What follows belongs to an exercise in optimizing a design on an open flow for small area, a short achievable clock period and few clock cycles per item; a production flow would make more cautious choices. At most, simulation tests tie the RTL to the original design; equivalence was not proved. Only the layout flow was run in run 1; the RTL was not checked for function there.

## flow/design.v (module list and top-level ports; edited modules follow where they fit)
// module verilog_multiplier: 1386 lines
module verilog_multiplier(clk, rst, ready, op1, op2, res, done);
  // ...
==> flow/flow/run.sh <==
#!/bin/bash
# Own flow: the standard layout, except that synthesis runs Yosys's fine
# stage without its early "abc -fast", so that extract_fa finds the design's
# full adders as written (no inverter between adders). The standard synthesis
# runs first; its register names are given to the own netlist's registers,
# and the standard netlist is used as it is if the registers do not match.
set -uo pipefail
W=$(pwd)
R=$W/orfs/results/$FLOW_PLATFORM/verilog_multiplier/base
bash standard.sh synth > log_standard_synth.txt 2>&1 || exit 1
cp "$R/1_2_yosys.v" "$W/ref_1_2_yosys.v"
sed '1s/.*/proc synth {args} { if {[lsearch -glob $args "fine:*"] >= 0} { yosys synth -nofsm -noshare -noabc {*}$args } else { yosys synth -nofsm -noshare {*}$args } }/' synth_recipe.tcl > own_synth.tcl
sed "s|SYNTH_SCRIPT=[^ ]*|SYNTH_SCRIPT=$W/own_synth.tcl|" standard.sh > own_standard.sh
if bash own_standard.sh do-yosys > log_own_synth.txt 2>&1 \
   && python3 flow/rename.py "$W/ref_1_2_yosys.v" "$R/1_2_yosys.v" "$W/own_1_2_yosys.v" > log_rename.txt 2>&1; then
  cp "$W/own_1_2_yosys.v" "$R/1_2_yosys.v"
  echo "own synthesis used" >> log_rename.txt
else
  cp "$W/ref_1_2_yosys.v" "$R/1_2_yosys.v"
  echo "standard synthesis used" >> log_rename.txt
fi
rm -f "$R/1_synth.odb" "$R/1_synth.sdc"
bash standard.sh "BUFFER_PORTS_ARGS=-buffer_cell sky130_fd_sc_hd__buf_4" finish > log_standard_finish.txt 2>&1
==> flow/flow/rename.py <==
#!/usr/bin/env python3
# rename.py REF OWN OUT: make OWN's flip-flops match those of the standard
# synthesis REF: the same instance names and cell types (drive strength may
# differ). Registers are paired by the net their Q drives. Where the two
# syntheses inferred an enable differently, the register is rebuilt in REF's
# cell type with the same function: an enable flip-flop with its enable tied
# high, or a plain flip-flop behind a 2:1 multiplexer. Exits 1 if registers
# cannot be paired.
import re, sys

inst_re = re.compile(r'^(\s*)(sky130_fd_sc_hd__(\w+?)_(\d+))\s+(\\\S+\s|\w+)\s*\((.*?)\);', re.M | re.S)
pin_re = re.compile(r'\.(\w+)\(([^()]*)\)')

def is_ff(base):
    return base.startswith(("df", "edf", "sdf", "dl"))

def flops(text):
    out = {}
    for m in inst_re.finditer(text):
        base = m.group(3)
        if not is_ff(base):
            continue
        pins = {p: n.strip() for p, n in pin_re.findall(m.group(6))}
        q = pins.get("Q") or pins.get("Q_N")
        if q is None or q in out:
            sys.exit("cannot key register %s" % m.group(5))
        out[q] = (base, m.group(5).strip(), pins, m)
    return out

ref = open(sys.argv[1]).read()
own = open(sys.argv[2]).read()
fr, fo = flops(ref), flops(own)
if set(fr) != set(fo):
    sys.exit("register sets differ: %s" % sorted(set(fr) ^ set(fo))[:10])

def esc(name):
    return name + " " if name.startswith("\\") else name

edits = {}   # start offset -> (end offset, replacement)
extra = []
decl = []
need_one = False
renamed = converted = 0
for q, (rbase, rname, rpins, _) in fr.items():
    obase, oname, opins, m = fo[q]
    ind = m.group(1)
    if rbase == obase:
        if oname != rname:
            text = m.group(0)
            new = text.replace(m.group(5), esc(rname), 1)
            edits[m.start()] = (m.end(), new)
            renamed += 1
        continue
    pins = ", ".join(".%s(%s)" % (p, n) for p, n in opins.items())
    if rbase == "edfxtp" and obase == "dfxtp":
        new = "%ssky130_fd_sc_hd__edfxtp_1 %s (.CLK(%s), .D(%s), .DE(my_one), .Q(%s));" % (
            ind, esc(rname), esc(opins["CLK"]), esc(opins["D"]), esc(opins["Q"]))
        need_one = True
    elif rbase == "dfxtp" and obase == "edfxtp":
        mo = "my_mux_%d" % converted
        decl.append("  wire %s;" % mo)
        extra.append("  sky130_fd_sc_hd__mux2_1 %s_c (.A0(%s), .A1(%s), .S(%s), .X(%s));" % (
            mo, esc(opins["Q"]), esc(opins["D"]), esc(opins["DE"]), mo))
        new = "%ssky130_fd_sc_hd__dfxtp_1 %s (.CLK(%s), .D(%s), .Q(%s));" % (
            ind, esc(rname), esc(opins["CLK"]), mo, esc(opins["Q"]))
    else:
        sys.exit("cell type differs for %s: %s %s" % (q, rbase, obase))
    edits[m.start()] = (m.end(), new)
    converted += 1

out, pos = [], 0
for start in sorted(edits):
    end, new = edits[start]
    out.append(own[pos:start]); out.append(new); pos = end
out.append(own[pos:])
text = "".join(out)
if need_one:
    decl.append("  wire my_one, my_zero;")
    extra.append("  sky130_fd_sc_hd__conb_1 my_tie (.HI(my_one), .LO(my_zero));")
if extra:
    i = text.rindex("endmodule")
    text = text[:i] + "\n".join(extra) + "\n" + text[i:]
if decl:
    i = text.index("\n  wire ")
    text = text[:i + 1] + "\n".join(decl) + "\n" + text[i + 1:]
# the result must pair with REF exactly
f2 = flops(text)
for q, (rbase, rname, _, _) in fr.items():
    if q not in f2 or f2[q][0] != rbase or f2[q][1] != rname:
        sys.exit("pairing failed for %s" % q)
names = [m.group(5).strip() for m in inst_re.finditer(text)]
if len(names) != len(set(names)):
    sys.exit("name clash after renaming")
open(sys.argv[3], "w").write(text)
print("renamed %d, rebuilt %d of %d registers" % (renamed, converted, len(fr)))
==> flow/standard.sh <==
#!/bin/bash
# synth_recipe.tcl (not shown) runs the flow's synth.tcl, then flattens the netlist and writes it again
# the make line also repeats each setting of config.mk as NAME=value (left out here)
make -C /OpenROAD-flow-scripts/flow DESIGN_CONFIG=/design/flow/config.mk WORK_HOME=/design/flow/orfs CLKGATE_MAP_FILE= SYNTH_SCRIPT=/design/flow/synth_recipe.tcl "${@:-finish}"
==> flow/config.mk <==
export PLATFORM = sky130hd
export DESIGN_NAME = verilog_multiplier
export DESIGN_NICKNAME = verilog_multiplier
export VERILOG_FILES = /design/flow/design.v
export SDC_FILE = /design/flow/constraint.sdc
export NUM_CORES = 4
export LEC_CHECK = 0
export CAP_MARGIN = 20
export CORE_MARGIN = 2
export CORE_UTILIZATION = 60
export SETUP_SLACK_MARGIN = 2.0
export SLEW_MARGIN = 20
==> flow/constraint.sdc <==
create_clock -name core_clock -period 8.0 [get_ports {clk}]
set_input_delay 1.6000 -clock core_clock [delete_from_list [all_inputs] [get_ports {clk}]]
set_output_delay 1.6000 -clock core_clock [all_outputs]
set_load 0.01 [all_outputs]
==> flow_summary.ini, run 1 <==
[final_layout]
sequential_cell_total = 121
n_all_buffers = 116
buffer_area_share_pct = 3.573
final-seq-area_mm2 = 0.002600
area_growth_pct = 5.879
antennaDiodeCount = 7
clkCellAreaFrac_pct = 2.292
multiInputCombCellCount = 2030
inv_count = 29
multi_input_area_mm2 = 0.02003
num-nets-final = 2981

[place]
dp_cells = 2811
portBuffers = 99
dp_hpwl_um = 50760

[timing]
drv_slew = 0
fin_ws_ns = 2.135

[run_status]
status = no timing/DRC/antenna violations

[clock_tree]
clk_pin_slew_ns = 0.06

[detailed_routing]
met2_length_um = 37150
remaining_drc_errors = 0

[setup_path]
worst-path-stages = 14
path_class = reg2out
worstSetupEndpointType = output pin

[die]
die_height_um = 202.0
tap_cells = 518
die_w_um = 202.0

[global_route]
busiest_layer = met2
grt_max_degree = 114
use_met2_pct = 63.54

[logic_synthesis]
avgSynthCellArea_um2 = 9.782
yosysWarnings = 1
==> inputs of run 2 (changes only) <==
--- a/flow/design.v
+++ b/flow/design.v
@@ -1,17 +1,17 @@
 `timescale 1ns / 1ps
 module verilog_multiplier(clk, rst, ready, op1, op2, res, done);
     input wire clk, rst;
     input wire ready;
     input wire [31:0] op1, op2;
     output wire [31:0] res;
     output reg done;
-    localparam IDLE = 3'd0, R0 = 3'd1, CHK = 3'd2, LSH = 3'd3, RSH = 3'd4;
-    reg [2:0] st;
+    localparam IDLE = 2'd0, R0 = 2'd1, LSH = 2'd2, RSH = 2'd3;
+    reg [1:0] st;
     reg [47:0] S;
     reg [47:16] C;
     reg        ccl;
     reg [9:0]  E;        
     reg        sgn, fnan, fz, fpay;
     reg        rndr;     
     reg [21:0] pay;      
     wire e1z = (op1[30:23] == 8'd0);
@@ -31,18 +31,18 @@
     wire [8:0] esum = {1'b0, op1[30:24], op1[23] | e1z} + {1'b0, op2[30:24], op2[23] | e2z};
     wire [9:0] e_in = {1'b0, esum} - 10'd127;
     wire fast = special | (~e1z & ~e2z & (esum >= 9'd128));
     wire [23:0] a = {~e1z, op1[22:0]};
     wire [23:0] b = {~e2z, op2[22:0]};
     wire [47:0] tree_s, tree_c;
     wire [15:0] t_lo;
     wire t_cl;
-    wire [47:22] t_ha;
-    wire [46:22] t_hb;
+    wire [47:23] t_ha;
+    wire [46:23] t_hb;
     wire idle = (st == IDLE);    
     wire rnd;
 wire t_0, t_1, t_2, t_3, t_4, t_5, t_6, t_7, t_8, t_9, t_10, t_11, t_12, t_13, t_14, t_15, t_16, t_17, t_18, t_19, t_20, t_21, t_22, t_23, t_24, t_25, t_26, t_27, t_28, t_29, t_30, t_31, t_32, t_33, t_34, t_35, t_36, t_37, t_38, t_39, t_40, t_41, t_42, t_43, t_44, t_45, t_46, t_47, t_48, t_49, t_50, t_51, t_52, t_53, t_54, t_55, t_56, t_57, t_58, t_59, t_60, t_61, t_62, t_63, t_64, t_65, t_66, t_67, t_68, t_69, t_70, t_71, t_72, t_73, t_74, t_75, t_76, t_77, t_78, t_79, t_80, t_81, t_82, t_83, t_84, t_85, t_86, t_87, t_88, t_89, t_90, t_91, t_92, t_93, t_94, t_95, t_96, t_97, t_98, t_99, t_100, t_101, t_102, t_103, t_104, t_105, t_106, t_107, t_108, t_109, t_110, t_111, t_112, t_113, t_114, t_115, t_116, t_117, t_118, t_119, t_120, t_121, t_122, t_123, t_124, t_125, t_126, t_127, t_128, t_129, t_130, t_131, t_132, t_133, t_134, t_135, t_136, t_137, t_138, t_139, t_140, t_141, t_142, t_143, t_144, t_145, t_146, t_147, t_148, t_149, t_150, t_151, t_152, t_153, t_154, t_155, t_156, t_157, t_158, t_159, t_160, t_161, t_162, t_163, t_164, t_165, t_166, t_167, t_168, t_169, t_170, t_171, t_172, t_173, t_174, t_175, t_176, t_177, t_178, t_179, t_180, t_181, t_182, t_183, t_184, t_185, t_186, t_187, t_188, t_189, t_190, t_191, t_192, t_193, t_194, t_195, t_196, t_197, t_198, t_199, t_200, t_201, t_202, t_203, t_204, t_205, t_206, t_207, t_208, t_209, t_210, t_211, t_212, t_213, t_214, t_215, t_216, t_217, t_218, t_219, t_220, t_221, t_222, t_223, t_224, t_225, t_226, t_227, t_228, t_229, t_230, t_231, t_232, t_233, t_234, t_235, t_236, t_237, t_238, t_239, t_240, t_241, t_242, t_243, t_244, t_245, t_246, t_247, t_248, t_249, t_250, t_251, t_252, t_253, t_254, t_255, t_256, t_257, t_258, t_259, t_260, t_261, t_262, t_263, t_264, t_265, t_266, t_267, t_268, t_269, t_270, t_271, t_272, t_273, t_274, t_275, t_276, t_277, t_278, t_279, t_280, t_281, t_282, t_283, t_284, t_285, t_286, t_287, t_288, t_289, t_290, t_291, t_292, t_293, t_294, t_295, t_296, t_297, t_298, t_299, t_300, t_301, t_302, t_303, t_304, t_305, t_306, t_307, t_308, t_309, t_310, t_311, t_312, t_313, t_314, t_315, t_316, t_317, t_318, t_319, t_320, t_321, t_322, t_323, t_324, t_325, t_326, t_327, t_328, t_329, t_330, t_331, t_332, t_333, t_334, t_335, t_336, t_337, t_338, t_339, t_340, t_341, t_342, t_343, t_344, t_345, t_346, t_347, t_348, t_349, t_350, t_351, t_352, t_353, t_354, t_355, t_356, t_357, t_358, t_359, t_360, t_361, t_362, t_363, t_364, t_365, t_366, t_367, t_368, t_369, t_370, t_371, t_372, t_373, t_374, t_375, t_376, t_377, t_378, t_379, t_380, t_381, t_382, t_383, t_384, t_385, t_386, t_387, t_388, t_389, t_390, t_391, t_392, t_393, t_394, t_395, t_396, t_397, t_398, t_399, t_400, t_401, t_402, t_403, t_404, t_405, t_406, t_407, t_408, t_409, t_410, t_411, t_412, t_413, t_414, t_415, t_416, t_417, t_418, t_419, t_420, t_421, t_422, t_423, t_424, t_425, t_426, t_427, t_428, t_429, t_430, t_431, t_432, t_433, t_434, t_435, t_436, t_437, t_438, t_439, t_440, t_441, t_442, t_443, t_444, t_445, t_446, t_447, t_448, t_449, t_450, t_451, t_452, t_453, t_454, t_455, t_456, t_457, t_458, t_459, t_460, t_461, t_462, t_463, t_464, t_465, t_466, t_467, t_468, t_469, t_470, t_471, t_472, t_473, t_474, t_475, t_476, t_477, t_478, t_479, t_480, t_481, t_482, t_483, t_484, t_485, t_486, t_487, t_488, t_489, t_490, t_491, t_492, t_493, t_494, t_495, t_496, t_497, t_498, t_499, t_500, t_501, t_502, t_503, t_504, t_505, t_506, t_507, t_508, t_509, t_510, t_511, t_512, t_513, t_514, t_515, t_516, t_517, t_518, t_519, t_520, t_521, t_522, t_523, t_524, t_525, t_526, t_527, t_528, t_529, t_530, t_531, t_532, t_533, t_534, t_535, t_536, t_537, t_538, t_539, t_540, t_541, t_542, t_543, t_544, t_545, t_546, t_547, t_548, t_549, t_550, t_551, t_552, t_553, t_554, t_555, t_556, t_557, t_558, t_559, t_560, t_561, t_562, t_563, t_564, t_565, t_566, t_567, t_568, t_569, t_570, t_571, t_572, t_573, t_574, t_575, t_576, t_577, t_578, t_579, t_580, t_581, t_582, t_583, t_584, t_585, t_586, t_587, t_588, t_589, t_590, t_591, t_592, t_593, t_594, t_595, t_596, t_597, t_598, t_599, t_600, t_601, t_602, t_603, t_604, t_605, t_606, t_607, t_608, t_609, t_610, t_611, t_612, t_613, t_614, t_615, t_616, t_617, t_618, t_619, t_620, t_621, t_622, t_623, t_624, t_625, t_626, t_627, t_628, t_629, t_630, t_631, t_632, t_633, t_634, t_635, t_636, t_637, t_638, t_639, t_640, t_641, t_642, t_643, t_644, t_645, t_646, t_647, t_648, t_649, t_650, t_651, t_652, t_653, t_654, t_655, t_656, t_657, t_658, t_659, t_660, t_661, t_662, t_663, t_664, t_665, t_666, t_667, t_668, t_669, t_670, t_671, t_672, t_673, t_674, t_675, t_676, t_677, t_678, t_679, t_680, t_681, t_682, t_683, t_684, t_685, t_686, t_687, t_688, t_689, t_690, t_691, t_692, t_693, t_694, t_695, t_696, t_697, t_698, t_699, t_700, t_701, t_702, t_703, t_704, t_705, t_706, t_707, t_708, t_709, t_710, t_711, t_712, t_713, t_714, t_715, t_716, t_717, t_718, t_719, t_720, t_721, t_722, t_723, t_724, t_725, t_726, t_727, t_728, t_729, t_730, t_731, t_732, t_733, t_734, t_735, t_736, t_737, t_738, t_739, t_740, t_741, t_742, t_743, t_744, t_745, t_746, t_747, t_748, t_749, t_750, t_751, t_752, t_753, t_754, t_755, t_756, t_757, t_758, t_759, t_760, t_761, t_762, t_763, t_764, t_765, t_766, t_767, t_768, t_769, t_770, t_771, t_772, t_773, t_774, t_775, t_776, t_777, t_778, t_779, t_780, t_781, t_782, t_783, t_784, t_785, t_786, t_787, t_788, t_789, t_790, t_791, t_792, t_793, t_794, t_795, t_796, t_797, t_798, t_799, t_800, t_801, t_802, t_803, t_804, t_805, t_806, t_807, t_808, t_809, t_810, t_811, t_812, t_813, t_814, t_815, t_816, t_817, t_818, t_819, t_820, t_821, t_822, t_823, t_824, t_825, t_826, t_827, t_828, t_829, t_830, t_831, t_832, t_833, t_834, t_835, t_836, t_837, t_838, t_839, t_840, t_841, t_842, t_843, t_844, t_845, t_846, t_847, t_848, t_849, t_850, t_851, t_852, t_853, t_854, t_855, t_856, t_857, t_858, t_859, t_860, t_861, t_862, t_863, t_864, t_865, t_866, t_867, t_868, t_869, t_870, t_871, t_872, t_873, t_874, t_875, t_876, t_877, t_878, t_879, t_880, t_881, t_882, t_883, t_884, t_885, t_886, t_887, t_888, t_889, t_890, t_891, t_892, t_893, t_894, t_895, t_896, t_897, t_898, t_899, t_900, t_901, t_902, t_903, t_904, t_905, t_906, t_907, t_908, t_909, t_910, t_911, t_912, t_913, t_914, t_915, t_916, t_917, t_918, t_919, t_920, t_921, t_922, t_923, t_924, t_925, t_926, t_927, t_928, t_929, t_930, t_931, t_932, t_933, t_934, t_935, t_936, t_937, t_938, t_939, t_940, t_941, t_942, t_943, t_944, t_945, t_946, t_947, t_948, t_949, t_950, t_951, t_952, t_953, t_954, t_955, t_956, t_957, t_958, t_959, t_960, t_961, t_962, t_963, t_964, t_965, t_966, t_967, t_968, t_969, t_970, t_971, t_972, t_973, t_974, t_975, t_976, t_977, t_978, t_979, t_980, t_981, t_982, t_983, t_984, t_985, t_986, t_987, t_988, t_989, t_990, t_991, t_992, t_993, t_994, t_995, t_996, t_997, t_998, t_999, t_1000, t_1001, t_1002, t_1003, t_1004, t_1005, t_1006, t_1007, t_1008, t_1009, t_1010, t_1011;
 assign t_0 = (a[19] & b[0] & idle) ^ (a[18] & b[1] & idle);
 assign t_1 = (a[19] & b[0] & idle) & (a[18] & b[1] & idle);
 assign t_2 = (a[20] & b[0] & idle) ^ (a[19] & b[1] & idle) ^ (a[18] & b[2] & idle);
 assign t_3 = ((a[20] & b[0] & idle) & (a[19] & b[1] & idle)) | ((a[20] & b[0] & idle) & (a[18] & b[2] & idle)) | ((a[19] & b[1] & idle) & (a[18] & b[2] & idle));
 assign t_4 = (a[17] & b[3] & idle) ^ (a[16] & b[4] & idle);
@@ -1116,18 +1116,18 @@
 wire lk_g3_13 = lk_g2_13 | (lk_p2_13 & lk_g2_7);
 wire lk_p3_13 = lk_p2_13 & lk_p2_7;
 wire lk_g3_14 = lk_g2_14 | (lk_p2_14 & lk_g2_7);
 wire lk_p3_14 = lk_p2_14 & lk_p2_7;
 wire lk_g3_15 = lk_g2_15 | (lk_p2_15 & lk_g2_7);
 wire lk_p3_15 = lk_p2_15 & lk_p2_7;
 assign t_cl = lk_g3_15;
 assign t_lo = {((tree_s[15] ^ tree_c[15]) ^ lk_g3_14), ((tree_s[14] ^ tree_c[14]) ^ lk_g3_13), ((tree_s[13] ^ tree_c[13]) ^ lk_g3_12), ((tree_s[12] ^ tree_c[12]) ^ lk_g3_11), ((tree_s[11] ^ tree_c[11]) ^ lk_g3_10), ((tree_s[10] ^ tree_c[10]) ^ lk_g3_9), ((tree_s[9] ^ tree_c[9]) ^ lk_g3_8), ((tree_s[8] ^ tree_c[8]) ^ lk_g2_7), ((tree_s[7] ^ tree_c[7]) ^ lk_g2_6), ((tree_s[6] ^ tree_c[6]) ^ lk_g2_5), ((tree_s[5] ^ tree_c[5]) ^ lk_g2_4), ((tree_s[4] ^ tree_c[4]) ^ lk_g1_3), ((tree_s[3] ^ tree_c[3]) ^ lk_g1_2), ((tree_s[2] ^ tree_c[2]) ^ lk_g0_1), ((tree_s[1] ^ tree_c[1]) ^ (tree_s[0] & tree_c[0])), (tree_s[0] ^ tree_c[0])};
-assign t_ha = tree_s[47:22] ^ tree_c[47:22];
-assign t_hb = tree_s[46:22] & tree_c[46:22];
+assign t_ha = tree_s[47:23] ^ tree_c[47:23];
+assign t_hb = tree_s[46:23] & tree_c[46:23];
 wire mk_g0_1 = (S[16] & C[16]) | ((S[16] ^ C[16]) & ccl);
 wire mk_p0_1 = (S[16] ^ C[16]) & 1'b0;
 wire mk_g0_3 = (S[18] & C[18]) | ((S[18] ^ C[18]) & (S[17] & C[17]));
 wire mk_p0_3 = (S[18] ^ C[18]) & (S[17] ^ C[17]);
 wire mk_g0_5 = (S[20] & C[20]) | ((S[20] ^ C[20]) & (S[19] & C[19]));
 wire mk_p0_5 = (S[20] ^ C[20]) & (S[19] ^ C[19]);
 wire mk_g1_2 = (S[17] & C[17]) | ((S[17] ^ C[17]) & mk_g0_1);
 wire mk_p1_2 = (S[17] ^ C[17]) & mk_p0_1;
@@ -1138,18 +1138,18 @@
 wire mk_g2_4 = (S[19] & C[19]) | ((S[19] ^ C[19]) & mk_g1_3);
 wire mk_p2_4 = (S[19] ^ C[19]) & mk_p1_3;
 wire mk_g2_5 = mk_g0_5 | (mk_p0_5 & mk_g1_3);
 wire mk_p2_5 = mk_p0_5 & mk_p1_3;
 wire mk_g2_6 = mk_g1_6 | (mk_p1_6 & mk_g1_3);
 wire mk_p2_6 = mk_p1_6 & mk_p1_3;
 wire c22 = mk_g2_6;
 wire [21:0] lo = {((S[21] ^ C[21]) ^ mk_g2_5), ((S[20] ^ C[20]) ^ mk_g2_4), ((S[19] ^ C[19]) ^ mk_g1_3), ((S[18] ^ C[18]) ^ mk_g1_2), ((S[17] ^ C[17]) ^ mk_g0_1), ((S[16] ^ C[16]) ^ ccl), S[15:0]};
-wire [47:22] ha = S[47:22];
-wire [46:22] hb = C[47:23];
+wire [47:22] ha = {S[47:23], S[22] ^ C[22]};
+wire [46:22] hb = {C[47:24], S[22] & C[22]};
 wire ut24 = ha[24] ^ hb[23];
 wire ug24 = ha[24] & hb[23];
 wire ut25 = ha[25] ^ hb[24];
 wire ug25 = ha[25] & hb[24];
 wire ut26 = ha[26] ^ hb[25];
 wire ug26 = ha[26] & hb[25];
 wire ut27 = ha[27] ^ hb[26];
 wire ug27 = ha[27] & hb[26];
@@ -1301,18 +1301,19 @@
 wire k0p = (ha[23] ^ hb[22]) & (ha[22] | rnd);
 wire k0 = k0g | (c22 & k0p);
 wire q0b22 = c22 ^ ha[22] ^ rnd;
 wire q0b23 = ha[23] ^ hb[22] ^ ((c22 & (ha[22] | rnd)) | (ha[22] & rnd));
 wire k1 = ha[23] | hb[22] | (c22 & ha[22]);
 wire [47:0] q0 = {(ut47 ^ (sk_g4_22 | (sk_p4_22 & k0))), (ut46 ^ (sk_g4_21 | (sk_p4_21 & k0))), (ut45 ^ (sk_g4_20 | (sk_p4_20 & k0))), (ut44 ^ (sk_g4_19 | (sk_p4_19 & k0))), (ut43 ^ (sk_g4_18 | (sk_p4_18 & k0))), (ut42 ^ (sk_g4_17 | (sk_p4_17 & k0))), (ut41 ^ (sk_g4_16 | (sk_p4_16 & k0))), (ut40 ^ (sk_g3_15 | (sk_p3_15 & k0))), (ut39 ^ (sk_g3_14 | (sk_p3_14 & k0))), (ut38 ^ (sk_g3_13 | (sk_p3_13 & k0))), (ut37 ^ (sk_g3_12 | (sk_p3_12 & k0))), (ut36 ^ (sk_g3_11 | (sk_p3_11 & k0))), (ut35 ^ (sk_g3_10 | (sk_p3_10 & k0))), (ut34 ^ (sk_g3_9 | (sk_p3_9 & k0))), (ut33 ^ (sk_g3_8 | (sk_p3_8 & k0))), (ut32 ^ (sk_g2_7 | (sk_p2_7 & k0))), (ut31 ^ (sk_g2_6 | (sk_p2_6 & k0))), (ut30 ^ (sk_g2_5 | (sk_p2_5 & k0))), (ut29 ^ (sk_g2_4 | (sk_p2_4 & k0))), (ut28 ^ (sk_g1_3 | (sk_p1_3 & k0))), (ut27 ^ (sk_g1_2 | (sk_p1_2 & k0))), (ut26 ^ (sk_g0_1 | (sk_p0_1 & k0))), (ut25 ^ (ug24 | (ut24 & k0))), (ut24 ^ k0), q0b23, q0b22, lo[21:0]};
 wire [47:24] q1 = {(ut47 ^ (sk_g4_22 | (sk_p4_22 & k1))), (ut46 ^ (sk_g4_21 | (sk_p4_21 & k1))), (ut45 ^ (sk_g4_20 | (sk_p4_20 & k1))), (ut44 ^ (sk_g4_19 | (sk_p4_19 & k1))), (ut43 ^ (sk_g4_18 | (sk_p4_18 & k1))), (ut42 ^ (sk_g4_17 | (sk_p4_17 & k1))), (ut41 ^ (sk_g4_16 | (sk_p4_16 & k1))), (ut40 ^ (sk_g3_15 | (sk_p3_15 & k1))), (ut39 ^ (sk_g3_14 | (sk_p3_14 & k1))), (ut38 ^ (sk_g3_13 | (sk_p3_13 & k1))), (ut37 ^ (sk_g3_12 | (sk_p3_12 & k1))), (ut36 ^ (sk_g3_11 | (sk_p3_11 & k1))), (ut35 ^ (sk_g3_10 | (sk_p3_10 & k1))), (ut34 ^ (sk_g3_9 | (sk_p3_9 & k1))), (ut33 ^ (sk_g3_8 | (sk_p3_8 & k1))), (ut32 ^ (sk_g2_7 | (sk_p2_7 & k1))), (ut31 ^ (sk_g2_6 | (sk_p2_6 & k1))), (ut30 ^ (sk_g2_5 | (sk_p2_5 & k1))), (ut29 ^ (sk_g2_4 | (sk_p2_4 & k1))), (ut28 ^ (sk_g1_3 | (sk_p1_3 & k1))), (ut27 ^ (sk_g1_2 | (sk_p1_2 & k1))), (ut26 ^ (sk_g0_1 | (sk_p0_1 & k1))), (ut25 ^ (ug24 | (ut24 & k1))), (ut24 ^ k1)};
     assign rnd = rndr;
-    wire top = S[47];
-    wire p46 = S[46];
+    wire [47:0] p = q0;
+    wire top = p[47];
+    wire p46 = p[46];
     wire hi = q0[47];
     wire [9:0] e1 = E + 10'd1;
     wire kz1 = fz | e1[8] | fpay;
     wire kz0 = fz | E[8] | fpay;
     wire [7:0] x1 = fz ? 8'd0 : e1[8] ? 8'hff : e1[7:0];
     wire [7:0] x0 = fz ? 8'd0 : E[8] ? 8'hff : E[7:0];
     wire [22:0] d1 = (q1[46:24] & {23{~kz1}}) | {1'b0, pay & {22{fpay}}};
     wire [22:0] d0 = (q0[45:23] & {23{~kz0}}) | {1'b0, pay & {22{fpay}}};
@@ -1332,18 +1333,17 @@
             done <= 1'b0;
             rndr <= 1'b0;
             case (st)
                 IDLE: if (ready & ~fast) st <= R0;
                       else begin
                           if (ready) done <= 1'b1;
                           rndr <= 1'b1;
                       end
-                R0: st <= CHK;
-                CHK: begin
+                R0: begin
                     if (top) begin
                         if (~E[9]) begin done <= 1'b1; st <= IDLE; rndr <= 1'b1; end
                         else st <= RSH;
                     end else if (p46) begin
                         if (e_pos) begin done <= 1'b1; st <= IDLE; rndr <= 1'b1; end
                         else st <= RSH;
                     end else
                         st <= LSH;
@@ -1353,33 +1353,33 @@
                     else if (p46) begin done <= 1'b1; st <= IDLE; rndr <= 1'b1; end
                 end
                 RSH: begin
                     if (e_under | e_zero) begin done <= 1'b1; st <= IDLE; end
                 end
             endcase
         end
     end
-    wire shl = (st == CHK) ? (~top & ~p46) : (st == LSH) ? (e_pos & ~p46) : 1'b0;
-    wire shr = (st == CHK) ? (top & E[9]) : (st == RSH) ? ~e_under : 1'b0;
-    wire [47:0] p_next = (st == R0) ? q0 : shl ? {S[46:0], 1'b0} : shr ? {1'b0, S[47:1]} : S;
+    wire shl = (st == R0) ? (~top & ~p46) : (st == LSH) ? (e_pos & ~p46) : 1'b0;
+    wire shr = (st == R0) ? (top & E[9]) : (st == RSH) ? ~e_under : 1'b0;
+    wire [47:0] p_next = shl ? {p[46:0], 1'b0} : shr ? {1'b0, p[47:1]} : p;
     always @(posedge clk) begin
-        S <= {t_ha, tree_s[21:16], t_lo} | (p_next & {48{~idle}});
-        C <= {t_hb, 1'b0, tree_c[21:16]};
+        S <= {t_ha, tree_s[22:16], t_lo} | (p_next & {48{~idle}});
+        C <= {t_hb, 1'b0, tree_c[22:16]};
         ccl <= t_cl;
         pay <= nan2 ? op2[21:0] : op1[21:0];
         case (st)
             IDLE: begin
                 E <= infx ? 10'd256 : nanx ? 10'd255 : e_in;
                 sgn <= qnan | (nan2 ? op2[31] : nan1 ? op1[31] : op1[31] ^ op2[31]);
                 fnan <= qnan | nanx;
                 fpay <= nanx;
                 fz <= zerox;
             end
-            CHK, LSH: begin
+            R0, LSH: begin
                 if (shl) E <= E - 10'd1;
                 else if (shr) E <= E + 10'd1;
             end
             RSH: begin
                 if (e_under) fz <= 1'b1;
                 else if (~e_zero) E <= E + 10'd1;
             end
         endcase
==> flow/config.mk (replaced) <==
export PLATFORM = sky130hd
export DESIGN_NAME = verilog_multiplier
export DESIGN_NICKNAME = verilog_multiplier
export VERILOG_FILES = /design/flow/design.v
export SDC_FILE = /design/flow/constraint.sdc
export NUM_CORES = 4
export LEC_CHECK = 0
export CAP_MARGIN = 20
export CORE_MARGIN = 2
export CORE_UTILIZATION = 60
export SETUP_SLACK_MARGIN = 2.25
export SLEW_MARGIN = 20
==> run 2 against run 1 <==
Critical path depth decreased by 2. Die area decreased by 2.3%. Cell area up 0.31%. First-iteration DRC count shrank 21%. Non-clock buffer count increased by 20. Synthesized cell count fell by 5.6%. Wire length is 3.4% lower. Critical path type is now in2reg.
==> flow_summary.ini, run 2 <==
[logic_synthesis]
post_synth_most_frequent_cells = 560 x and3_1, 493 x fa_1, 188 x clkbuf_1
yosysUniqueCellTypes = 78
synth_edf_count = 14
ys_top_cells_by_area = fa_1 43%, and3_1 15%, dfxtp_1 8.9%
yosys.area.top_type = fa_1
syn_inst = 2269
ys_seq_area_share_pct = 11.16
synth_ff_type = dfxtp_1
yosysMostFrequentCell = and3_1
syn-num-nets = 2940
yosysWarnings = 1
async_flop_share_pct = 3.333
avgSynthCellArea_um2 = 10.13
ys_ff_latch = 120
yosysTopAreaCellShare_pct = 42.96
synthesis.area_mm2 = 0.02297

[setup_path]
startpoint = op1[14]
cp-start-kind = input port
worstSetupEndpointType = flop
r2r-start = st[1]$_DFFE_PP0P_
r2r_cells = 14
required_ns = 8.30
rrSetupSlack_ns = 2.49
r2r_end = S[23]$_DFF_P_
arrival_ns = 6.00
path_class = in2reg
cp_max_fo = 26

[timing]
fin_crit_ns = 5.701
holdWs_ns = 0.4652
slew_headroom_pct = 42.66
rsz0062_at_grt = no
fin_crit_sh_pct = 71.26
max_freq_ghz = 0.1754
fin_skew_ns = 0.01535
drv_slew = 0
hold_viol = 0
setup_violations = 0
tightest_slew_ns = 0.8569
tns_ns = 0

[detailed_routing]
dr.pass1.iters = 5
drt_iter0_markers = 1829
wl_per_cell_um = 27.65
remaining_drc_errors = 0
routed_wl_um = 75910
vias = 19004
postRouteAntennaNets = 0
viasPerCell = 6.923

[final_layout]
largest_reg_flops = 48
regMostFlops = S
instances_no_fill = 2745
num-nets-final = 2890
layout.cells.most_common = and3_1
post_route_cells_drive_above_1_share_pct = 12.54
area_growth_pct = 8.703
final_area_mm2 = 0.02497
fin_util_pct = 66.30
largest_registers = S (48), C (31), pay (22)
final_cell_mix = 549 x and3_1, 465 x fa_1, 148 x nand2_1

[die]
start_util_pct = 61.00
ioPinCount = 100
die_w_um = 199.7
core_mm2 = 0.03767
num_rows = 71
die_area_mm2 = 0.03987
die_height_um = 199.7

[hold_path]
min_path_type = reg2reg
min_from = S[5]$_DFF_P_
hold_depth = 2
holdPathEnd = S[5]$_DFF_P_

[global_route]
grt_pass1_wl_um = 114800
grt_util_all_layers_pct = 38.90
grt_antenna_before_repair = 4
grt_max_degree = 153
first_global_vias = 19386
grt_overflow = 0

[place]
place_area_mm2 = 0.02383
dp_cells = 2686
portBuffers = 99
place_congestion = 0.9292
dp_hpwl_um = 49070

[clock_tree]
cts_root_buf = clkbuf_16
cts_made_buffers = 17
htree_num_levels = 4
clk_pin_slew_ns = 0.06
cts_buffer_depth = 2
cts_num_sinks = 120
clkLatencyLatePin_ns = 0.43
holdBufCountCts = 0
cts_tree = done

[flow_run]
maxCapViolCount = 0

[run_status]
status = no timing/DRC/antenna violations
==> run 2: changes by cell type in the layout (fill, tap and decap cells not counted), moves of 26 or more <==
cell      delta
o21ai_0     -26
a221oi_1    +31
nor2_1      -76
fa_1        -28
fa_2        +28
==> run 2: cells by family after synthesis <==
kind of cell,after synthesis,synth area share (%)
adder cells (fa/ha/maj),605,49.05
multiplexers,30,1.454
buffers and inverters,255,4.433
AO/OA/AOI/OAI,272,8.545
XOR/XNOR,84,3.202
flip-flops,120,11.16
AND/OR/NAND/NOR,903,22.16
==> run 2: stage by stage <==
stage               setup WS [ns]
floorplan                   2.196
global placement            1.664
global route                2.251
CTS                         2.198
finish                      2.299
detailed placement          1.628
==> run 2: area by class of cell <==
class,count,area (um^2)
clock buffers,17,425.4
clock inverters,15,165.2
well taps,511,639.4
repair buffers,136,1282
flip-flops and latches,120,2564
inverters,49,183.9
multi-input cells,1895,19710
fillers,3072,12690
diodes,2,5.005
==> run 2: critical path, stage by stage <==
cell	delay, ns
buf_4	0.38
and3_1	0.25
fa_1	0.46
fa_2	0.39
fa_1	0.57
fa_1	0.44
fa_2	0.36
fa_1	0.53
fa_1	0.42
ha_1	0.28
a221oi_1	0.21
nand2_1	0.09
==> run 2: worst max path at each step <==
| stage | endpoint | slack (ns) | cells past startpoint |
|---|---|---|---|
| after floorplan | S[26]$_DFF_P_ | 2.20 | 12 |
| after global placement | S[32]$_DFF_P_ | 1.66 | 13 |
| after detailed placement | S[28]$_DFF_P_ | 1.63 | 13 |
| after CTS | res[21] | 2.20 | 16 |
| after global routing | S[28]$_DFF_P_ | 2.25 | 12 |
| final | S[28]$_DFF_P_ | 2.30 | 12 |
==> run 2: layer usage <==
layer,track usage [%],share of wire [%],vias to the layer above
li1,-,-,7832
met2,57.74,44,1314
met1,56.24,40,9683
met5,0,0,-
met3,11.09,13,175
met4,10.40,2.7,0
==> run 2: what timing repair did <==
item,4_1_cts,5_1_grt
pin swaps,7,10
resized for setup,9,64
endpoints found under the setup margin,36,30
setup buffers,13,10
gates cloned,1,1
Testbench counts of run 2, summed over its fixed seeds: cycles 6,400, items 3,200.
==> inputs of run 3 (changes only) <==
--- a/flow/config.mk
+++ b/flow/config.mk
@@ -7,6 +7,6 @@
 export LEC_CHECK = 0
 export CAP_MARGIN = 20
 export CORE_MARGIN = 2
-export CORE_UTILIZATION = 60
-export SETUP_SLACK_MARGIN = 2.25
+export CORE_UTILIZATION = 70
+export SETUP_SLACK_MARGIN = 2.0
 export SLEW_MARGIN = 20
==> run 3 against run 2 <==
Die area decreased by 14%. Count of clock-buffer cells in the layout increased by 5. Sequential share of layout area up 0.22 points. Worst hold slack got worse by 0.0016 ns. Cell area decreased by 2.1%. Setup slack lost 0.13 ns. Clock skew fell by 0.0013 ns.
==> flow_summary.ini, run 3 <==
[setup_path]
cp-start-kind = input port
crit_slowest_cell = fa_1
required_ns = 8.32
arrival_ns = 6.15
path_common_cell = fa_1
cp_max_fo = 26
slowest_delay_ns = 0.65
worstSetupEndpointType = flop
crit_chain = buf_4, and3_1, fa_1, fa_1, fa_1, fa_1, fa_1, fa_1, fa_1, ha_1, a221oi_1, nand2_1
path_class = in2reg

[final_layout]
final-seq-area_mm2 = 0.002564
largest_reg_flops = 48
post_route_cells_drive_above_1_share_pct = 9.640
largest_registers = S (48), C (31), pay (22)
multi_input_area_mm2 = 0.01948
num-nets-final = 2878
n_fill_cell = 2311
regMostFlops = S
area_growth_pct = 6.427
final_cell_mix = 559 x and3_1, 491 x fa_1, 148 x nand2_1
layout.cells.most_common = and3_1

[timing]
fin_skew_ns = 0.01405
rsz0062_at_grt = no
holdWs_ns = 0.4636
fin_ws_ns = 2.171
setup_violations = 0
hold_viol = 0
fin_crit_sh_pct = 72.86
tightest_slew_ns = 0.8423
slew_headroom_pct = 43.64
drv_slew = 0
fin_crit_ns = 5.829
tns_ns = 0
max_freq_ghz = 0.1716

[global_route]
grt_antenna_before_repair = 2
grt.met1_usage_pct = 59.60
grt_use_met3_pct = 15.10
grt_pass1_wl_um = 112300
first_global_vias = 20074
use_met2_pct = 66.05
grt_max_degree = 216
busiest_layer = met2
grt_overflow = 0
grt_util_all_layers_pct = 44.07

[clock_tree]
cts_root_buf = clkbuf_16
clk_pin_slew_ns = 0.06
clkLatencyLatePin_ns = 0.44
cts_buffer_depth = 2
holdBufCountCts = 0
cts_made_buffers = 17
cts_tree = done
cts_num_sinks = 120
htree_num_levels = 4

[place]
dp_hpwl_um = 47610
dp_slack_ns = 1.553
portBuffers = 99
place_congestion = 0.9335

[logic_synthesis]
syn_inst = 2269
synthesis.area_mm2 = 0.02297
yosysUniqueCellTypes = 78
ys_seq_area_share_pct = 11.16
yosysWarnings = 1
yosysTopAreaCellShare_pct = 42.96
syn-num-nets = 2940
ys_top_cells_by_area = fa_1 43%, and3_1 15%, dfxtp_1 8.9%
yosysMostFrequentCell = and3_1
ys_ff_latch = 120
avgSynthCellArea_um2 = 10.13
synth_edf_count = 14
synth_ff_type = dfxtp_1
post_synth_most_frequent_cells = 560 x and3_1, 493 x fa_1, 188 x clkbuf_1
async_flop_share_pct = 3.333
yosys.area.top_type = fa_1

[detailed_routing]
postRouteAntennaNets = 0
drt_iter0_markers = 2354
wl_per_cell_um = 27.70
remaining_drc_errors = 0
viasPerCell = 7.250
vias = 19307
dr.pass1.iters = 7
routed_wl_um = 73770

[hold_path]
min_path_type = reg2reg

[die]
core_mm2 = 0.03245
die_area_mm2 = 0.03429
num_rows = 66
ioPinCount = 100
die_w_um = 185.2
die_height_um = 185.2
start_util_pct = 70.79

[flow_run]
maxCapViolCount = 0

[run_status]
status = no timing/DRC/antenna violations
run 3: cell counts after synthesis:
Identical to the previous run, type by type.
run 3: per-stage QoR:
step	instance area (um^2)	util [%]	instances
5_1_grt	24450	75.33	2662
3_5_place_dp	23590	72.69	2616
4_1_cts	24280	74.81	2652
6_report	24450	75.34	2663
2_1_floorplan	22980	-	2269
3_3_place_gp	23590	72.69	2616
run 3: routing by layer:
metal	part of all wire, %	vias to the layer above
li1	-	7798
met1	37	9725
met2	44	1529
met3	15	255
met4	3.8	0
met5	0	-
run 3: kinds of logic (layout without fill, tap and decap cells):
group / after synthesis / after routing / share of synthesized area, %
AND/OR/NAND/NOR: 903 / 904 / 22.16
adder cells (fa/ha/maj): 605 / 605 / 49.05
AO/OA/AOI/OAI: 272 / 272 / 8.545
buffers and inverters: 255 / 205 / 4.433
flip-flops: 120 / 120 / 11.16
XOR/XNOR: 84 / 84 / 3.202
multiplexers: 30 / 30 / 1.454
other: 0 / 1 / 0
run 3: worst paths after layout:
| path | from | end | slack [ns] | cells after the start |
|---|---|---|---|---|
| min in group asynchronous | rst | st[0]$_DFFE_PP0P_ | 1.04 | 2 |
| max in group asynchronous | rst | rndr$_DFF_PP1_ | 6.74 | 2 |
| setup reg to reg | st[1]$_DFFE_PP0P_ | S[26]$_DFF_P_ | 2.23 | 14 |
| hold reg to reg | S[11]$_DFF_P_ | S[11]$_DFF_P_ | 0.46 | 2 |
| hold / removal | S[11]$_DFF_P_ | S[11]$_DFF_P_ | 0.46 | 2 |
| setup / recovery | op1[20] | S[26]$_DFF_P_ | 2.17 | 12 |
run 3: repair_timing:
action | CTS | global route
pin swaps | 1 | 7
gates resized for setup | 3 | 11
setup buffers | 3 | 9
setup endpoints to repair | 23 | 33
gates cloned | 1 | 1
run 3: cell type report:
class	count	area share (%)
Timing Repair Buffer	124	4.242
Antenna cell	1	0.01023
Tap cell	442	2.262
Clock buffer	22	2.026
Inverter	49	0.7522
Multi-Input combinational cell	1895	79.66
Clock inverter	10	0.5629
Sequential cell	120	10.49
run 3: critical path, delay by kind of cell:
family | cells | cell delay [ns]
and+or+nand+nor | 2 | 0.32
buffers and inverters | 1 | 0.35
AOI/OAI and AO/OA | 1 | 0.21
adders and majority gates | 8 | 3.66
==> inputs of run 4 (changes only) <==
--- a/flow/config.mk
+++ b/flow/config.mk
@@ -7,6 +7,8 @@
 export LEC_CHECK = 0
 export CAP_MARGIN = 20
 export CORE_MARGIN = 2
-export CORE_UTILIZATION = 70
+export CORE_UTILIZATION = 60
+export CTS_CLUSTER_DIAMETER = 100
+export CTS_CLUSTER_SIZE = 40
 export SETUP_SLACK_MARGIN = 2.0
 export SLEW_MARGIN = 20
==> run 4 against run 3 <==
Synthesized cell count did not move. Register-to-register slack improved by 0.04 ns. Fmax fell by 0.40%. Critical endpoint is now S[24]$_DFF_P_. Clock skew rose by 0.0022 ns. Synthesized area did not move. Global-route usage fell by 5.0 points. Final cell count rose by 2.4%. Worst hold slack got worse by 0.0052 ns. Critical path type unchanged. Sequential share of layout area barely moved.
==> flow_summary.ini, run 4 <==
[run_status]
status = no timing/DRC/antenna violations

[final_layout]
num-nets-final = 2876
regMostFlops = S
n_fill_cell = 3149
largest_reg_flops = 48
multi_input_area_mm2 = 0.01947
area_growth_pct = 6.486
largest_registers = S (48), C (31), pay (22)
final_cell_mix = 559 x and3_1, 492 x fa_1, 147 x nand2_1
antennaDiodeCount = 0
final-seq-area_mm2 = 0.002564
post_route_cells_drive_above_1_share_pct = 9.472
layout.cells.most_common = and3_1

[setup_path]
r2r_cells = 13
path_class = in2reg
crit_chain = buf_4, and3_1, fa_1, fa_1, fa_1, fa_1, fa_1, fa_1, fa_1, ha_1, a221oi_1, nand2_1
r2r_end = S[23]$_DFF_P_
r2r-start = st[0]$_DFFE_PP0P_
cp-start-kind = input port
path_buf_inv = 1
path_common_cell = fa_1
arrival_ns = 6.16
slowest_delay_ns = 0.61
worstSetupEndpointType = flop
rrSetupSlack_ns = 2.27
required_ns = 8.31
crit_slowest_cell = fa_1
critPathTopFamily = adder cells
cp_max_fo = 26

[global_route]
grt_util_all_layers_pct = 39.07
first_global_vias = 19730
grt_max_degree = 164
grt_antenna_before_repair = 1
grt_pass1_wl_um = 115400
grt_overflow = 0

[logic_synthesis]
yosysTopAreaCellShare_pct = 42.96
synth_fa_ha_area_share_pct = 49.05
synthesis.area_mm2 = 0.02297
yosysMostFrequentCell = and3_1
syn_inst = 2269
post_synth_most_frequent_cells = 560 x and3_1, 493 x fa_1, 188 x clkbuf_1
ys_ff_latch = 120
yosys.area.top_type = fa_1
yosysUniqueCellTypes = 78
syn-num-nets = 2940
synth_top_family_by_area = adder cells
avgSynthCellArea_um2 = 10.13
synth_ff_type = dfxtp_1
synth_compound_area_share_pct = 8.545
ys_seq_area_share_pct = 11.16
yosys.area_share.simple_pct = 22.16
async_flop_share_pct = 3.333
yosys-mux-area-fraction_pct = 1.454
synth-xor-area-share_pct = 3.202
synth_edf_count = 14
yosysWarnings = 1
ys_top_cells_by_area = fa_1 43%, and3_1 15%, dfxtp_1 8.9%

[die]
ioPinCount = 100
start_util_pct = 61.00
die_w_um = 199.7
die_area_mm2 = 0.03987
core_mm2 = 0.03767
die_height_um = 199.7
num_rows = 71

[detailed_routing]
wl_per_cell_um = 27.58
dr.pass1.iters = 8
remaining_drc_errors = 0
vias = 18815
routed_wl_um = 75250
viasPerCell = 6.897
drt_iter0_markers = 1824
postRouteAntennaNets = 0

[timing]
fin_skew_ns = 0.01622
drv_slew = 0
tightest_slew_ns = 0.8144
tns_ns = 0
fin_crit_sh_pct = 73.15
rsz0062_at_grt = no
fin_crit_ns = 5.852
max_freq_ghz = 0.1709
slew_headroom_pct = 45.51
setup_violations = 0
hold_viol = 0
holdWs_ns = 0.4583

[hold_path]
min_path_type = reg2reg
holdPathEnd = S[7]$_DFF_P_
min_from = S[8]$_DFF_P_
hold_depth = 2

[place]
dp_hpwl_um = 49560
place_congestion = 0.9130
portBuffers = 99

[clock_tree]
clk_pin_slew_ns = 0.07
holdBufCountCts = 0
cts_num_sinks = 120
cts_root_buf = clkbuf_16
cts_tree = done
cts_buffer_depth = 2
cts_made_buffers = 17
htree_num_levels = 4
clkLatencyLatePin_ns = 0.43

[flow_run]
maxCapViolCount = 0
==> run 4: metrics by stage <==
| stage | utilization, % | cells | setup WS, ns | area, um^2 |
|---|---|---|---|---|
| 3_3_place_gp | 62.92 | 2686 | 1.648 | 23700 |
| 2_1_floorplan | - | 2269 | 2.009 | 22980 |
| 4_1_cts | 64.69 | 2722 | 1.995 | 24370 |
| 6_report | 64.95 | 2728 | 2.148 | 24460 |
| 5_1_grt | 64.95 | 2728 | 2.004 | 24460 |
| 3_5_place_dp | 62.92 | 2686 | 1.539 | 23700 |
==> run 4: kinds of logic after synthesis <==
kind of cell,count (synthesis)
fa+ha+maj,605
buf+inv,255
simple gates,903
xor+xnor,84
flops,120
compound gates,272
mux,30
==> run 4: worst max path at each step <==
stage / end / slack [ns] / startpoint / cells after the start
after CTS: res[12] / 1.99 / C[22]$_DFF_P_ / 13
after global placement: S[26]$_DFF_P_ / 1.65 / op1[25] / 13
after detailed placement: S[27]$_DFF_P_ / 1.54 / op1[25] / 13
final: S[24]$_DFF_P_ / 2.15 / op1[19] / 12
after global routing: S[15]$_DFF_P_ / 2.00 / op1[10] / 15
after floorplan: S[26]$_DFF_P_ / 2.01 / op1[25] / 13
==> run 4: area by class of cell <==
type,instances,area share (%)
multi-input combinational,1895,79.59
timing repair buffer,122,4.143
tap,511,2.613
clock buffer,22,2.071
clock inverter,9,0.3529
inverter,49,0.7518
sequential,120,10.48
==> run 4: worst min-delay path: cells and delay by family, from the launching register on <==
family / cells / cell delay, ns
flops: 1 / 0.33
simple gates: 2 / 0.10
==> run 4: timing repair <==
| action | in CTS | in global routing |
|---|---|---|
| resized for setup | 3 | 14 |
| buffers inserted | 4 | 6 |
| pin swaps | 2 | 3 |
| setup endpoints to repair | 23 | 36 |
| cloned | 1 | 0 |
==> run 4: routing by layer <==
layer	vias up	track usage, %	wire (um)
met2	1276	59.03	32950
li1	7791	-	-
met3	140	10.94	9771
met1	9608	55.28	30620
met4	0	11.50	1903
met5	-	0	0
==> inputs of run 5 (changes only) <==
--- a/flow/config.mk
+++ b/flow/config.mk
@@ -8,7 +8,5 @@
 export CAP_MARGIN = 20
 export CORE_MARGIN = 2
 export CORE_UTILIZATION = 60
-export CTS_CLUSTER_DIAMETER = 100
-export CTS_CLUSTER_SIZE = 40
 export SETUP_SLACK_MARGIN = 2.0
 export SLEW_MARGIN = 20
==> run 5 against run 4 <==
Global-route usage unchanged. Register-to-register slack about the same. Die area unchanged. Setup slack unchanged. Clock skew unchanged. First-iteration DRC count unchanged. Critical endpoint unchanged.
==> flow_summary.ini, run 5 <==
[die]
ioPinCount = 100
die_height_um = 199.7
die_area_mm2 = 0.03987
start_util_pct = 61.00
die_w_um = 199.7
num_rows = 71
core_mm2 = 0.03767

[timing]
hold_viol = 0
rsz0062_at_grt = no
tightest_slew_ns = 0.8144
fin_crit_ns = 5.852
fin_skew_ns = 0.01622
setup_violations = 0
max_freq_ghz = 0.1709
drv_slew = 0
tns_ns = 0
fin_crit_sh_pct = 73.15
slew_headroom_pct = 45.51

[final_layout]
layout.cells.most_common = and3_1
post_route_cells_drive_above_1_share_pct = 9.472
area_growth_pct = 6.486
final_cell_mix = 559 x and3_1, 492 x fa_1, 147 x nand2_1
regMostFlops = S
largest_reg_flops = 48
num-nets-final = 2876
largest_registers = S (48), C (31), pay (22)
antennaDiodeCount = 0

[global_route]
grt_util_all_layers_pct = 39.07
grt.met1_usage_pct = 55.28
grt_use_met3_pct = 10.94
grt_pass1_wl_um = 115400
first_global_vias = 19730
use_met2_pct = 59.03
grt_antenna_before_repair = 1
grt_max_degree = 164
grt_overflow = 0
busiest_layer = met2

[detailed_routing]
wl_per_cell_um = 27.58
dr.pass1.iters = 8
routed_wl_um = 75250
vias = 18815
viasPerCell = 6.897
drt_iter0_markers = 1824
postRouteAntennaNets = 0
remaining_drc_errors = 0

[logic_synthesis]
synthesis.area_mm2 = 0.02297
syn_inst = 2269
ys_seq_area_share_pct = 11.16
post_synth_most_frequent_cells = 560 x and3_1, 493 x fa_1, 188 x clkbuf_1
ys_ff_latch = 120
yosysMostFrequentCell = and3_1
async_flop_share_pct = 3.333
synth_edf_count = 14
yosysTopAreaCellShare_pct = 42.96
avgSynthCellArea_um2 = 10.13
yosysWarnings = 1
synth_ff_type = dfxtp_1
ys_top_cells_by_area = fa_1 43%, and3_1 15%, dfxtp_1 8.9%
syn-num-nets = 2940
yosys.area.top_type = fa_1
yosysUniqueCellTypes = 78

[place]
dp_hpwl_um = 49560
portBuffers = 99
place_congestion = 0.9130

[setup_path]
path_common_cell = fa_1
required_ns = 8.31
path_class = in2reg
worstSetupEndpointType = flop
path_buf_inv = 1
arrival_ns = 6.16
r2r_cells = 13
cp-start-kind = input port
critPathTopFamily = adder cells
endpoint = S[24]$_DFF_P_
r2r_end = S[23]$_DFF_P_
worst-path-stages = 12
crit_chain = buf_4, and3_1, fa_1, fa_1, fa_1, fa_1, fa_1, fa_1, fa_1, ha_1, a221oi_1, nand2_1
rrSetupSlack_ns = 2.27
crit_slowest_cell = fa_1
startpoint = op1[19]
cp_max_fo = 26
r2r-start = st[0]$_DFFE_PP0P_
slowest_delay_ns = 0.61

[clock_tree]
cts_tree = done
cts_root_buf = clkbuf_16
clkLatencyLatePin_ns = 0.43
htree_num_levels = 4
clk_pin_slew_ns = 0.07
cts_made_buffers = 17
cts_num_sinks = 120
holdBufCountCts = 0
cts_buffer_depth = 2

[hold_path]
min_path_type = reg2reg

[flow_run]
maxCapViolCount = 0

[run_status]
status = no timing/DRC/antenna violations
[run 5: cell counts after synthesis]
No cell type changed its count.
[run 5: area by class of cell]
class                           count  area [um^2]
Tap cell                          511        639.4
Timing Repair Buffer              122         1013
Multi-Input combinational cell   1895        19470
Fill cell                        3149        13200
Sequential cell                   120         2564
Clock inverter                      9        86.33
Inverter                           49        183.9
Clock buffer                       22        506.7
[run 5: through the flow]
| step | util [%] | std cells | setup slack (ns) | instance area [um^2] | hold WS (ns) |
|---|---|---|---|---|---|
| final | 64.95 | 2728 | 2.148 | 24460 | 0.4583 |
| after global routing | 64.95 | 2728 | 2.004 | 24460 | 0.4874 |
| after CTS | 64.69 | 2722 | 1.995 | 24370 | 0.4615 |
| after detailed placement | 62.92 | 2686 | 1.539 | 23700 | 0.4556 |
| after global placement | 62.92 | 2686 | 1.648 | 23700 | 0.4475 |
| after floorplan | - | 2269 | 2.009 | 22980 | 0.4312 |
[run 5: cells by family after synthesis]
kind of cell             Yosys count  share of synthesized area, %
AO/OA/AOI/OAI                    272                         8.545
flip-flops                       120                         11.16
buffers and inverters            255                         4.433
XOR/XNOR                          84                         3.202
AND/OR/NAND/NOR                  903                         22.16
multiplexers                      30                         1.454
adder cells (fa/ha/maj)          605                         49.05
[run 5: tightest hold or removal path, delay by kind of cell, from the launching register on]
kind             cells  cell delay (ns)
flip-flops           1             0.33
AND/OR/NAND/NOR      2             0.10
[run 5: per-layer routing]
metal	wire length, um	part of all wire [%]	vias up
met4	1903	2.5	0
met5	0	0	-
met3	9771	13	140
met2	32950	44	1276
met1	30620	41	9608
li1	-	-	7791
[run 5: what timing repair did]
item | CTS | global route
setup buffers | 4 | 6
endpoints found under the setup margin | 23 | 36
cloned | 1 | 0
pin swaps | 2 | 3
resized for setup | 3 | 14
[run 5: worst min path at each step]
stage / from / endpoint / slack (ns) / cells past startpoint
after detailed placement: S[11]$_DFF_P_ / S[11]$_DFF_P_ / 0.46 / 2
final: S[8]$_DFF_P_ / S[7]$_DFF_P_ / 0.46 / 2
after global routing: S[5]$_DFF_P_ / S[5]$_DFF_P_ / 0.49 / 2
after CTS: S[8]$_DFF_P_ / S[7]$_DFF_P_ / 0.46 / 2
after floorplan: S[8]$_DFF_P_ / S[7]$_DFF_P_ / 0.43 / 2
after global placement: S[11]$_DFF_P_ / S[11]$_DFF_P_ / 0.45 / 2
==> inputs of run 6 (changes only) <==
--- a/flow/flow/run.sh
+++ b/flow/flow/run.sh
@@ -20,4 +20,4 @@
   echo "standard synthesis used" >> log_rename.txt
 fi
 rm -f "$R/1_synth.odb" "$R/1_synth.sdc"
-bash standard.sh "BUFFER_PORTS_ARGS=-buffer_cell sky130_fd_sc_hd__buf_4" finish > log_standard_finish.txt 2>&1
+bash standard.sh "BUFFER_PORTS_ARGS=-buffer_cell sky130_fd_sc_hd__buf_2" finish > log_standard_finish.txt 2>&1
--- a/flow/config.mk
+++ b/flow/config.mk
@@ -8,5 +8,6 @@
 export CAP_MARGIN = 20
 export CORE_MARGIN = 2
 export CORE_UTILIZATION = 60
+export GPL_ROUTABILITY_DRIVEN = 0
 export SETUP_SLACK_MARGIN = 2.0
 export SLEW_MARGIN = 20
==> run 6 against run 5 <==
Still clean on timing, DRC and antenna. Wire length decreased by 2.0%. Synthesized area unchanged. Count of clock-buffer cells in the layout decreased by 4. Core utilization decreased by 0.46 points. Final cell count increased by 0.15%. Critical endpoint unchanged.
==> flow_summary.ini, run 6 <==
[logic_synthesis]
yosysTopAreaCellShare_pct = 42.96
ys_seq_area_share_pct = 11.16
syn-num-nets = 2940
yosysUniqueCellTypes = 78
post_synth_most_frequent_cells = 560 x and3_1, 493 x fa_1, 188 x clkbuf_1
yosysMostFrequentCell = and3_1
ys_top_cells_by_area = fa_1 43%, and3_1 15%, dfxtp_1 8.9%
syn_inst = 2269
yosysWarnings = 1
async_flop_share_pct = 3.333
avgSynthCellArea_um2 = 10.13
synthesis.area_mm2 = 0.02297
synth_edf_count = 14
ys_ff_latch = 120
yosys.area.top_type = fa_1
synth_ff_type = dfxtp_1

[clock_tree]
htree_num_levels = 4
cts_num_sinks = 120
cts_buffer_depth = 2
cts_root_buf = clkbuf_16
clk_pin_slew_ns = 0.06
cts_made_buffers = 17
cts_tree = done
clkLatencyLatePin_ns = 0.43
holdBufCountCts = 0

[final_layout]
area_growth_pct = 5.740
final-seq-area_mm2 = 0.002564
layout.cells.most_common = and3_1
fin_util_pct = 64.50
final_cell_mix = 559 x and3_1, 493 x fa_1, 148 x nand2_1
final_area_mm2 = 0.02429
post_route_cells_drive_above_1_share_pct = 9.590
antennaDiodeCount = 0
regMostFlops = S
multi_input_area_mm2 = 0.01947
largest_registers = S (48), C (31), pay (22)
largest_reg_flops = 48
num-nets-final = 2879
n_fill_cell = 3147

[timing]
max_freq_ghz = 0.1693
tns_ns = 0
setup_violations = 0
fin_crit_ns = 5.906
rsz0062_at_grt = no
fin_crit_sh_pct = 73.82
hold_viol = 0
fin_skew_ns = 0.01156
fin_ws_ns = 2.094
tightest_slew_ns = 1.190
slew_headroom_pct = 20.69
drv_slew = 0

[global_route]
first_global_vias = 19158
grt_util_all_layers_pct = 38.24
grt_pass1_wl_um = 113200
grt_max_degree = 94
grt_antenna_before_repair = 0
grt_overflow = 0

[setup_path]
rrSetupSlack_ns = 2.27
required_ns = 8.31
endpoint = S[24]$_DFF_P_
path_class = in2reg
arrival_ns = 6.21
startpoint = op1[14]
r2r_end = S[31]$_DFF_P_
worstSetupEndpointType = flop
r2r-start = st[0]$_DFFE_PP0P_
cp_max_fo = 26
r2r_cells = 14
cp-start-kind = input port

[detailed_routing]
met2_length_um = 31770
remaining_drc_errors = 0
highest_layer = met4
drt_iter0_markers = 1714
m1WireLength_um = 30780
vias = 18669
dr.pass1.iters = 6
viasPerCell = 6.833
wl_per_cell_um = 26.99
postRouteAntennaNets = 0
wl_met3_um = 9459
routed_wl_um = 73740

[run_status]
status = no timing/DRC/antenna violations

[place]
portBuffers = 99
place_area_mm2 = 0.02346
dp_hpwl_um = 49300
dp_slack_ns = 1.539

[die]
die_height_um = 199.7
start_util_pct = 61.00
ioPinCount = 100
num_rows = 71
die_area_mm2 = 0.03987
core_mm2 = 0.03767
die_w_um = 199.7

[hold_path]
min_path_type = reg2reg

[flow_run]
maxCapViolCount = 0
-- run 6: timing repair --
| item | 4_1_cts | 5_1_grt |
|---|---|---|
| pin swaps | 2 | 6 |
| endpoints found under the setup margin | 17 | 38 |
| resized for setup | 1 | 49 |
| cloned | 1 | 0 |
| buffers inserted | 1 | 8 |
-- run 6: routing by layer --
layer,track usage [%],vias to the layer above
li1,-,7811
met2,56.28,1172
met4,10.81,0
met3,10.30,128
met5,0,-
met1,55.84,9558
-- run 6: how the worst min path moves through the flow --
| stage | start | end | slack (ns) | depth (start not counted) |
|---|---|---|---|---|
| floorplan | S[8]$_DFF_P_ | S[7]$_DFF_P_ | 0.43 | 2 |
| global placement | S[6]$_DFF_P_ | S[6]$_DFF_P_ | 0.45 | 2 |
| detailed placement | S[6]$_DFF_P_ | S[6]$_DFF_P_ | 0.45 | 2 |
| CTS | S[6]$_DFF_P_ | S[6]$_DFF_P_ | 0.46 | 2 |
| global route | S[3]$_DFF_P_ | S[3]$_DFF_P_ | 0.48 | 2 |
| finish | S[8]$_DFF_P_ | S[7]$_DFF_P_ | 0.46 | 2 |
-- run 6: critical path, stage by stage --
cell	delay, ns
clkbuf_4	0.33
and3_1	0.31
fa_1	0.47
fa_1	0.53
fa_1	0.55
fa_1	0.43
fa_1	0.41
fa_1	0.56
fa_1	0.42
ha_1	0.28
a221oi_1	0.22
nand2_1	0.08
-- run 6: metrics by stage --
step / hold slack, ns / std cells
6_report: 0.4592 / 2732
5_1_grt: 0.4845 / 2732
4_1_cts: 0.4625 / 2724
3_5_place_dp: 0.4528 / 2690
3_3_place_gp: 0.4521 / 2690
2_1_floorplan: 0.4312 / 2269
-- run 6: kinds of logic after synthesis --
| group | after synthesis | synth area share (%) |
|---|---|---|
| compound gates | 272 | 8.545 |
| flops | 120 | 11.16 |
| xor+xnor | 84 | 3.202 |
| simple gates | 903 | 22.16 |
| buf+inv | 255 | 4.433 |
| mux | 30 | 1.454 |
| fa+ha+maj | 605 | 49.05 |
-- run 6: final cells by class --
| class | instances | area share (%) |
|---|---|---|
| tap | 511 | 2.632 |
| clock inverter | 14 | 0.6644 |
| clock buffer | 18 | 1.808 |
| timing repair buffer | 125 | 3.446 |
| sequential | 120 | 10.55 |
| multi-input combinational | 1895 | 80.14 |
| inverter | 49 | 0.7571 |

==> port drivers added, routing unchanged <==
The results above use ideal ports. As a check the final layouts listed here were re-extracted and re-timed, cells and wires unchanged.
Step 1 assumes that a clkbuf_16 drives the clock port and a buf_2 every other input.
Step 2, shift: input delay + t, output delay - t, t = (earliest + latest rising clock arrival at the registers) / 2. This alone moves slack from input paths to output paths.
Three values: ideal ports, drivers, drivers and shift; two values: the first two.
run	t, ns	setup WS [ns]	clock arrival spread, ns	worst data-port slew with drivers (ns)
run 1	0.476	2.135 / 2.089 / 1.725	0.017 / 0.017	0.03
run 2	0.472	2.299 / 2.322 / 1.850	0.015 / 0.016	0.06
run 3	0.484	2.171 / 2.130 / 1.714	0.014 / 0.014	0.05
run 4	0.473	2.148 / 2.161 / 1.701	0.016 / 0.016	0.04
run 5	0.473	2.148 / 2.161 / 1.701	0.016 / 0.016	0.04
run 6	0.471	2.094 / 2.123 / 1.652	0.012 / 0.011	0.04
After both steps setup and hold are still met in every run listed. For run 3, which loses most, drivers alone change the setup slack by -0.041 ns; drivers and shift together by -0.457 ns.
